This is an optimization exercise on Yosys and OpenROAD, whose aim is small area, a short achievable clock period and few clock cycles, not a production implementation.
Where RTL was checked, it was by simulation tests only, not by an equivalence proof against the original.

==> trial 52 <==
Design JAM, start of the top module:
module JAM (
input CLK,
input RST,
output reg [2:0] W,
output reg [2:0] J,
input [6:0] Cost,
output reg [3:0] MatchCount,
output reg [9:0] MinCost,
output reg Valid );
==> flow/config.mk <==
export PLATFORM = sky130hd
export DESIGN_NAME = JAM
export DESIGN_NICKNAME = JAM
export VERILOG_FILES = /design/flow/design.v
export SDC_FILE = /design/flow/constraint.sdc
export NUM_CORES = 4
export LEC_CHECK = 0
export CAP_MARGIN = 20
export CORE_MARGIN = 2
export CORE_UTILIZATION = 40
export SETUP_SLACK_MARGIN = 2.7
export SLEW_MARGIN = 20
export TNS_END_PERCENT = 100
==> flow/constraint.sdc <==
create_clock -name core_clock -period 5.0 [get_ports {CLK}]
set_input_delay 1.0000 -clock core_clock [delete_from_list [all_inputs] [get_ports {CLK}]]
set_output_delay 1.0000 -clock core_clock [all_outputs]
set_load 0.01 [all_outputs]
run.sh (not shown) runs the stock make flow with config.mk's settings and CLKGATE_MAP_FILE= SYNTH_SCRIPT=/design/flow/synth_recipe.tcl, a recipe that flattens the netlist after the stock synthesis.
==> inputs of trial 20, as changes to trial 52 <==
--- a/flow/design.v
+++ b/flow/design.v
@@ -1207,26 +1207,26 @@
 reg [8:0] BV4; reg [3:0] BCA, BCB;    
 always @(posedge CLK) begin
   BV4 <= ({9{BF4_m0}} & BU4_0) | ({9{BF4_m1}} & BU4_1) | ({9{BF4_m2}} & BU4_2) | ({9{BF4_m3}} & BU4_3);
   BCA <= (BF4_m0 & BF4_m1) ? BN01 : BF4_m0 ? {1'b0, BN3_0} : BF4_m1 ? {1'b0, BN3_1} : 4'd0;
   BCB <= (BF4_m2 & BF4_m3) ? BN23 : BF4_m2 ? {1'b0, BN3_2} : BF4_m3 ? {1'b0, BN3_3} : 4'd0;
 end
-wire [3:0] Fn = TCA + TCB;
-wire [3:0] Gn = BCA + BCB;
-reg [9:0] tot; reg [3:0] totn;
+reg [9:0] tot; reg [3:0] Fn, Gn;
 always @(posedge CLK) begin
   tot <= {1'b0, TV4} + {1'b0, BV4};
-  totn <= mul16(Fn, Gn);
+  Fn <= TCA + TCB;
+  Gn <= BCA + BCB;
 end
+wire [3:0] totn = mul16(Fn, Gn);
 reg [9:0] mc; reg [3:0] mn;
 wire [1:0] tc = cmp10(tot, mc);
 wire ld = fst[7] || (ev[7] && tc[1]);
 wire acc = ev[7] && tc[0];
 wire [9:0] mc_n = ld ? tot : mc;
 wire [3:0] mn_n = ld ? totn : acc ? mn + totn : mn;
 always @(posedge CLK) begin
   mc <= mc_n; mn <= mn_n;
-  if (ld) MinCost <= tot;
-  if (ld) MatchCount <= totn; else if (acc) MatchCount <= MatchCount + totn;
+  MinCost <= RST ? 10'd0 : mc_n;
+  MatchCount <= RST ? 4'd0 : mn_n;
   Valid <= RST ? 1'b0 : (Valid | lst[7]);
 end
 endmodule
==> flow/config.mk (replaced) <==
export PLATFORM = sky130hd
export DESIGN_NAME = JAM
export DESIGN_NICKNAME = JAM
export VERILOG_FILES = /design/flow/design.v
export SDC_FILE = /design/flow/constraint.sdc
export NUM_CORES = 4
export LEC_CHECK = 0
export ABC_AREA = 1
export CAP_MARGIN = 20
export CORE_MARGIN = 2
export CORE_UTILIZATION = 40
export PLACE_DENSITY = 0.7
export SETUP_SLACK_MARGIN = 2.9
export SLEW_MARGIN = 20
export TNS_END_PERCENT = 100
==> inputs of build 2, as changes to trial 52 <==
--- a/flow/design.v
+++ b/flow/design.v
@@ -1207,26 +1207,26 @@
 reg [8:0] BV4; reg [3:0] BCA, BCB;    
 always @(posedge CLK) begin
   BV4 <= ({9{BF4_m0}} & BU4_0) | ({9{BF4_m1}} & BU4_1) | ({9{BF4_m2}} & BU4_2) | ({9{BF4_m3}} & BU4_3);
   BCA <= (BF4_m0 & BF4_m1) ? BN01 : BF4_m0 ? {1'b0, BN3_0} : BF4_m1 ? {1'b0, BN3_1} : 4'd0;
   BCB <= (BF4_m2 & BF4_m3) ? BN23 : BF4_m2 ? {1'b0, BN3_2} : BF4_m3 ? {1'b0, BN3_3} : 4'd0;
 end
-wire [3:0] Fn = TCA + TCB;
-wire [3:0] Gn = BCA + BCB;
-reg [9:0] tot; reg [3:0] totn;
+reg [9:0] tot; reg [3:0] Fn, Gn;
 always @(posedge CLK) begin
   tot <= {1'b0, TV4} + {1'b0, BV4};
-  totn <= mul16(Fn, Gn);
+  Fn <= TCA + TCB;
+  Gn <= BCA + BCB;
 end
+wire [3:0] totn = mul16(Fn, Gn);
 reg [9:0] mc; reg [3:0] mn;
 wire [1:0] tc = cmp10(tot, mc);
 wire ld = fst[7] || (ev[7] && tc[1]);
 wire acc = ev[7] && tc[0];
 wire [9:0] mc_n = ld ? tot : mc;
 wire [3:0] mn_n = ld ? totn : acc ? mn + totn : mn;
 always @(posedge CLK) begin
   mc <= mc_n; mn <= mn_n;
-  if (ld) MinCost <= tot;
-  if (ld) MatchCount <= totn; else if (acc) MatchCount <= MatchCount + totn;
+  MinCost <= RST ? 10'd0 : mc_n;
+  MatchCount <= RST ? 4'd0 : mn_n;
   Valid <= RST ? 1'b0 : (Valid | lst[7]);
 end
 endmodule
==> flow/config.mk (replaced) <==
export PLATFORM = sky130hd
export DESIGN_NAME = JAM
export DESIGN_NICKNAME = JAM
export VERILOG_FILES = /design/flow/design.v
export SDC_FILE = /design/flow/constraint.sdc
export NUM_CORES = 4
export LEC_CHECK = 0
export ABC_AREA = 1
export CAP_MARGIN = 20
export CORE_MARGIN = 2
export CORE_UTILIZATION = 40
export CTS_CLUSTER_DIAMETER = 150
export CTS_CLUSTER_SIZE = 25
export GPL_ROUTABILITY_DRIVEN = 0
export PLACE_DENSITY = 0.7
export SETUP_SLACK_MARGIN = 2.8
export SLEW_MARGIN = 20
export TNS_END_PERCENT = 100
==> notes <==
Global-route usage, highest first: trial 52, trial 20, build 2.
In synthesized cell count, build 2 and trial 20 do not differ.
Of trial 52 and trial 20, trial 52 has the higher count of clock-buffer cells in the layout (gap 18).
Sequential share of layout area, highest first: build 2, trial 20, trial 52.
Of trial 52 and build 2, trial 52 has the higher clock skew (gap 0.0020 ns).
Testbench counts of trial 20, summed over its fixed seeds: cycles 5,392.
Testbench counts of build 2, summed over its fixed seeds: cycles 5,392.
The RTL of trial 52 was laid out without a check of its function.

afterwards: timing with drivers on the ports:
In the flow no input, the clock included, has a driving cell. The finished layouts below were timed again as built, in two steps. Step 1 assumes that a clkbuf_16 drives the clock port and a buf_2 every other input. Step 2 also shifts input and output timing later by t, the mid clock arrival at the registers, as if the neighbouring blocks saw the same clock. a / b / c = ideal / step 1 / step 2; a / b = the first two.
run | t (ns) | slack for setup (ns) | worst data-port slew with drivers (ns) | pins driven straight from the clock port
trial 52 | 0.843 | 2.490 / 2.490 / 2.393 | 0.03 | 1
trial 20 | 0.853 | 2.730 / 2.652 / 2.299 | 0.03 | 1
build 2 | 0.771 | 2.758 / 2.746 / 2.477 | 0.04 | 1
After both steps every run listed still meets setup and hold. For trial 20, which loses most, drivers alone change the setup slack by -0.078 ns; drivers and shift together by -0.431 ns.
